Background: an optimization exercise with open tools, aiming at small area, a short achievable clock period and few clock cycles. Do not read the settings as production practice. RTL that was checked went through simulation tests only; none was proved equivalent to the original.

// conv1_top
module conv1_top #(
    parameter CONV_INPUT_SIZE = 23,
    parameter CONV_OUTPUT_SIZE = 22,
    parameter CONV_OUTPUT_FILTER = 20
)(
    input                     clk,
    input                     rst,
    input                     start,
    output reg         [4: 0] input_addra,
    input  wire signed [15:0] idata,
    output reg  signed [15:0] odata,
    output reg         [4: 0] output_filter,
    output reg         [4: 0] output_addra,
    output reg                done
);
    reg idir;    
    always @(posedge clk) begin
        if (rst) begin
            input_addra <= 5'd0;
            idir <= 1'b0;
        end else if (start) begin
            if (!idir) begin
                if (input_addra == 5'd22) begin
                    input_addra <= 5'd21;
                    idir <= 1'b1;
                end else begin
                    input_addra <= input_addra + 5'd1;
                end
            end else begin
                if (input_addra == 5'd0) begin
                    input_addra <= 5'd1;
                    idir <= 1'b0;
                end else begin
                    input_addra <= input_addra - 5'd1;
                end
            end
        end
    end
    always @(posedge clk) begin
        if (rst) begin
            output_filter <= 5'd31;
            output_addra <= 5'd5;
        end else if (start) begin
            if (!output_filter[0]) begin
                if (output_addra == 5'd21) output_filter <= output_filter + 5'd1;
                else output_addra <= output_addra + 5'd1;
            end else begin
                if (output_addra == 5'd0) output_filter <= output_filter + 5'd1;
  ...
==> flow/config.mk <==
export PLATFORM = sky130hd
export DESIGN_NAME = conv1_top
export DESIGN_NICKNAME = conv1_top
export VERILOG_FILES = /design/flow/design.v
export SDC_FILE = /design/flow/constraint.sdc
export NUM_CORES = 8
export LEC_CHECK = 0
export CAP_MARGIN = 20
export CORE_MARGIN = 2
export CORE_UTILIZATION = 40
export SLEW_MARGIN = 20
export SYNTH_HIERARCHICAL = 1
==> flow/constraint.sdc <==
create_clock -name core_clock -period 30.0 [get_ports {clk}]
set_input_delay 6.0000 -clock core_clock [delete_from_list [all_inputs] [get_ports {clk}]]
set_output_delay 6.0000 -clock core_clock [all_outputs]
set_load 0.01 [all_outputs]
standard.sh (not shown) runs the stock make flow with config.mk's settings and CLKGATE_MAP_FILE= SYNTH_SCRIPT=/design/flow/synth_recipe.tcl, a recipe that flattens the netlist after the stock synthesis.
==> flow/flow/run.sh <==
#!/bin/bash
# Standard ORFS layout, with repair_timing asked for extra setup margin so
# that it sizes the critical paths for a shorter period than the clock's.
set -uo pipefail
MARGIN=$(cat "$(dirname "$0")/margin.txt")
bash standard.sh synth > synth.log 2>&1 || exit 1
bash standard.sh SETUP_SLACK_MARGIN=$MARGIN finish > layout.log 2>&1 || exit 1
==> flow/flow/margin.txt <==
22.5
The starting point finished with timing, DRC and antenna clean.
Testbench counts at the start, summed over its fixed seeds: cycles 21,504.
==> next run, changes <==
==> flow/run.sh (new file) <==
#!/bin/bash
# synth_recipe.tcl (not shown) runs the flow's synth.tcl, then flattens the netlist and writes it again
# the make line also repeats each setting of config.mk as NAME=value (left out here)
make -C /OpenROAD-flow-scripts/flow DESIGN_CONFIG=/design/flow/config.mk WORK_HOME=/design/flow/orfs CLKGATE_MAP_FILE= SYNTH_SCRIPT=/design/flow/synth_recipe.tcl finish
removed: flow/flow/run.sh
removed: flow/flow/margin.txt
removed: flow/standard.sh
Result: The changed run went through all stages and came out clean. Clock skew hardly moves. Non-clock buffer count fell by 4.

---

build 18:
conv1_top, a different RTL version from the one above (not shown whole).
For scale: ~1300 cells after synthesis, roughly 95 flip-flops, about 13000 um^2 of cells after synthesis.
Settings: LEC_CHECK=0, CAP_MARGIN=20, CELL_PAD_IN_SITES_DETAIL_PLACEMENT=1, CORE_MARGIN=2, CORE_UTILIZATION=30, CTS_BUF_LIST=sky130_fd_sc_hd__clkbuf_8 sky130_fd_sc_hd__clkbuf_16, SLEW_MARGIN=20, SYNTH_HIERARCHICAL=1; clock period 30.0 ns.
==> flow/flow/run.sh <==
#!/bin/bash
# Standard ORFS layout (the standard.sh), with extra ORFS settings from
# flow/make_args.txt (one NAME=value per line): repair_timing is asked for
# extra setup margin so that it sizes the critical paths for a shorter period
# than the clock's, and the port buffers are plain buffers.
set -uo pipefail
HERE="$(cd "$(dirname "$0")" && pwd)"
ARGS=()
while IFS= read -r line; do
    [[ -n "$line" && "$line" != \#* ]] && ARGS+=("$line")
done < "$HERE/make_args.txt"
bash standard.sh synth > synth.log 2>&1 || exit 1
bash standard.sh "${ARGS[@]}" finish > layout.log 2>&1 || exit 1
==> flow/flow/make_args.txt <==
SETUP_SLACK_MARGIN=23.1
BUFFER_PORTS_ARGS=-buffer_cell sky130_fd_sc_hd__buf_2
The flow did not stop early for build 18: all stages ran, and the layout cleared the timing, DRC and antenna checks.
Testbench counts of build 18, summed over its fixed seeds: cycles 21,504.
Here is what was changed in the inputs of build 94 compared with build 18.
- swapping 30 for 40 in CORE_UTILIZATION
- clearing CTS_BUF_LIST, which used to be sky130_fd_sc_hd__clkbuf_8 sky130_fd_sc_hd__clkbuf_16
## What came out
- Compared with build 18, in build 94 wire length higher; number of top-level pins saw little to no change; number of buffers inserted to repair setup after CTS went down; worst slack on hold paths saw a decrease.
- Total routing resource utilization after global routing for build 94 is higher than for build 18.
- Build 94 finished every step from synthesis to the final layout, and the layout passed the timing, DRC and antenna checks.
- Build 18: no failed stages, no open violations at the end
--- input diff build 94..build 84 ---
- swapping 40 for 25 in CORE_UTILIZATION
Notes after the runs:
- Build 84 vs build 94, via count went down by about 0.5%.
- Worst setup slack was lower in the run labelled build 94.
- Result: PASS for each of build 94 and build 84
- Per the comparison of build 84 with build 94, maximum frequency increased by about 0.35% relative to the old numbers, placed cell area higher, non-filler instance count after layout rose 251.
> inputs changed (build 84 -> build 62)
- CORE_UTILIZATION changed from 25 to 30
==> comparison <==
Build 62 finished every step from synthesis to the final layout, and the layout passed the timing, DRC and antenna checks.
[build 62] total number of vias rose 130 relative to build 84
Build 62 — highest net fanout along the worst path 1 higher, build 84 as reference
Taking build 62 over build 84, the die width ratio works out to 0.914.
Cell area | build 62 vs build 84 | build 62 smaller
NOTE: number of signal-net inverters in the final layout in build 62 falls short of that of build 84
~same sequential cell area in build 62 and build 84
Looking only at global-route track usage on met1, and setting everything else aside, the lower value of build 62 and build 84 goes to build 84.

---

the reference run:
conv1_top again, from the RTL that the note above started with.
Settings: LEC_CHECK=0, CAP_MARGIN=20, CELL_PAD_IN_SITES_DETAIL_PLACEMENT=1, CORE_MARGIN=2, CORE_UTILIZATION=30, SLEW_MARGIN=20, SYNTH_HIERARCHICAL=1; clock period 30.0 ns.
==> flow/flow/make_args.txt <==
SETUP_SLACK_MARGIN=23.2
BUFFER_PORTS_ARGS=-buffer_cell sky130_fd_sc_hd__buf_2
Scripts as last shown in full above: flow/flow/run.sh
The reference run went all the way through synthesis, placement and routing and the layout is clean on timing, DRC and antenna.
Testbench counts of the reference run, summed over its fixed seeds: cycles 21,504.
Input-level comparison between the trial run and the reference run:
==> flow/flow/make_args.txt <==
SETUP_SLACK_MARGIN=23.1
BUFFER_PORTS_ARGS=-buffer_cell sky130_fd_sc_hd__buf_2
-- flow/config.mk --
<<< the reference run, line 10
export CORE_MARGIN = 2
export CORE_UTILIZATION = 30
export SLEW_MARGIN = 20
export SYNTH_HIERARCHICAL = 1
>>> the trial run, line 10
export CORE_MARGIN = 2
export CORE_UTILIZATION = 30
export GPL_ROUTABILITY_DRIVEN = 0
export SLEW_MARGIN = 20
export SYNTH_HIERARCHICAL = 1
Results
The trial run does better than the reference run on final design area excluding fillers. Tightest hold margin in the trial run vs the reference run: down 0.017 ns. Looking at launching element of the worst setup path, the output_addra[4] result is from the reference run; the output_filter[2] one comes from the trial run. In the trial run, arrival time reported for the critical path endpoint is higher than in the reference run. The reference run → the trial run: final critical path time including I/O delays and setup increased 0.014 ns, final standard cell utilization of the core saw a decrease, number of endpoints failing setup at the final stage was more or less identical, total wire length after detailed routing now sits lower. The trial run and the reference run ended up with roughly the same total global routing track utilization. The trial run has less setup slack than the reference run. Mean number of vias per cell delta (the trial run -> the reference run): insignificant. Cell area reported after detailed placement across the trial run and the reference run: no real change.

---

the previous run:
conv1_top, a different RTL version from the one above (not shown whole).
For scale: ~1,400 cells after synthesis, roughly 51 I/O pins.
Settings: LEC_CHECK=0, CAP_MARGIN=20, CORE_MARGIN=2, CORE_UTILIZATION=40, SLEW_MARGIN=20, SYNTH_HIERARCHICAL=1; clock period 30.0 ns.
==> flow/flow/run.sh <==
#!/bin/bash
# Standard ORFS layout, with repair_timing asked for extra setup margin so
# that it sizes the critical paths for a shorter period than the clock's.
set -uo pipefail
MARGIN=$(cat "$(dirname "$0")/margin.txt")
bash standard.sh synth > synth.log 2>&1 || exit 1
bash standard.sh SETUP_SLACK_MARGIN=$MARGIN finish > layout.log 2>&1 || exit 1
==> flow/flow/margin.txt <==
22.75
The previous run went all the way through the flow, and no timing, DRC or antenna check failed.
Testbench counts of the previous run, summed over its fixed seeds: cycles 21,504.
> inputs changed (the previous run -> the current run)
- CELL_PAD_IN_SITES_DETAIL_PLACEMENT: unset -> 1
- CORE_UTILIZATION: 40 -> 30
==> flow/flow/run.sh <==
#!/bin/bash
# Standard ORFS layout (the standard.sh), with extra ORFS settings from
# flow/make_args.txt (one NAME=value per line): repair_timing is asked for
# extra setup margin so that it sizes the critical paths for a shorter period
# than the clock's, and the port buffers are plain buffers.
set -uo pipefail
HERE="$(cd "$(dirname "$0")" && pwd)"
ARGS=()
while IFS= read -r line; do
    [[ -n "$line" && "$line" != \#* ]] && ARGS+=("$line")
done < "$HERE/make_args.txt"
bash standard.sh synth > synth.log 2>&1 || exit 1
bash standard.sh "${ARGS[@]}" finish > layout.log 2>&1 || exit 1
==> flow/flow/make_args.txt (new file) <==
SETUP_SLACK_MARGIN=23.0
BUFFER_PORTS_ARGS=-buffer_cell sky130_fd_sc_hd__buf_2
removed: flow/flow/margin.txt
==> results.txt <==
When the final numbers for the current run and the previous run were put side by side, the via count of the first global-routing pass turned out to be greater in the current run. In the final reports, the cell area of the current run is larger than that of the previous run. The final layout from the current run, which completed every stage, passed the timing, DRC and antenna checks at the end of the flow. Diff the previous run..the current run | leftover overflow at the end of global routing | unchanged. Beginning of the critical path = output_filter[4]: the current run; beginning of the critical path = odata[1]: the previous run. Row HPWL after detailed placement: the current run higher / the previous run lower. Core utilization: the current run lower than the previous run. The current run and the previous run ended up with nearly the same sequential share of layout area. | non-clock buffer share of cell area | lower: the current run |. Compared with the previous run, the current run instantiates a larger number of cells. Summary: total via count in the routed design, the current run worse than the previous run. From the previous run to the current run, total of max-cap violations did not move at all.

---

run 1:
Another version of the RTL of conv1_top (not shown whole).
For scale: roughly 51 I/O pins, roughly 0.014 mm^2 of cells after synthesis.
clock: 30.0 ns
lec_check: 0
cap_margin: 20
core_margin: 2
core_utilization: 40
slew_margin: 20
synth_hierarchical: 1
==> flow/flow/run.sh <==
#!/bin/bash
# Standard ORFS layout, with repair_timing asked for extra setup margin so
# that it sizes the critical paths for a shorter period than the clock's.
set -uo pipefail
MARGIN=$(cat "$(dirname "$0")/margin.txt")
bash standard.sh synth > synth.log 2>&1 || exit 1
bash standard.sh SETUP_SLACK_MARGIN=$MARGIN finish > layout.log 2>&1 || exit 1
==> flow/flow/margin.txt <==
22.75
Modified inputs, run 2 compared to run 1
==> flow/flow/margin.txt <==
24.0
Notes after the runs:
Between run 1 and run 2, worst hold slack after final layout increased. Final core area utilization was higher in the run labelled run 2. Re wire length per cell after detailed routing: run 2 and run 1 aren't equal, and the lower value belongs to run 1. Worst setup slack improves in run 2 relative to run 1. Non-clock buffer count: run 2 higher than run 1. Run 2 vs. run 1: critical path arrival shrank by 0.28 ns; final critical delay including setup and external delays shrank by 0.28 ns. Run 2: synthesis-to-layout area growth is 25 points higher than what run 1 reported.
The following lists how run 3 was set up differently from run 2:
==> flow/flow/margin.txt <==
23.0
Run 3 — number of nets in the layout 144 lower, run 2 as reference. The remaining max-slew budget at the tightest pin reported for run 3 is greater than that of run 2 by 11 points. On area of the core region, run 2 and run 3 are basically level. Sequential share of layout area sits higher in run 3 than in run 2. When the final numbers for run 2 and run 3 were put side by side, the final worst slack turned out to be smaller in run 3. For via count, dividing the value from run 3 by the value from run 2 gives 0.892. Summary of run 3 over run 2: final worst hold slack moved down; core occupancy in the finished layout shrank by 9.1 points; total track usage fell by 4.4 points; clock buffer count rose by 1.
Function was not checked in any run of this note: the RTL went through the layout flow alone.

## port drivers added, routing unchanged
Ports are ideal in the flow. The routed layouts listed here were re-timed in OpenROAD.
Step 1, drivers: a clkbuf_16 drives clk and a buf_2 each remaining input, both assumed.
Step 2 also shifts input and output timing later by t, the mid clock arrival at the registers, as if the neighbouring blocks saw the same clock.
a / b / c = ideal / step 1 / step 2; a / b = the first two.
run	shift t [ns]	setup slack, ns	worst setup path at the end
the first run of note 1	0.441	22.537 / 22.483 / 22.303	input to register
the second run of note 1	0.439	22.229 / 22.229 / 22.038	input to register
build 18	0.421	23.132 / 23.084 / 22.907	input to register
build 94	0.433	23.107 / 23.054 / 22.872	input to register
build 84	0.430	23.131 / 23.085 / 22.916	input to register
build 62	0.421	23.132 / 23.084 / 22.907	input to register
the reference run	0.423	23.146 / 23.098 / 22.931	input to register
the trial run	0.426	23.132 / 23.082 / 22.955	input to register
the previous run	0.412	22.803 / 22.753 / 22.583	input to register
the current run	0.437	23.038 / 22.989 / 22.815	input to register
run 1	0.433	22.856 / 22.802 / 22.507	input to register
run 2	0.423	23.136 / 23.087 / 23.248	input to register
run 3	0.433	23.034 / 22.982 / 22.749	input to register
After both steps every run listed still meets setup and hold. For run 1, which loses most, drivers alone change the setup slack by -0.054 ns; drivers and shift together by -0.349 ns.
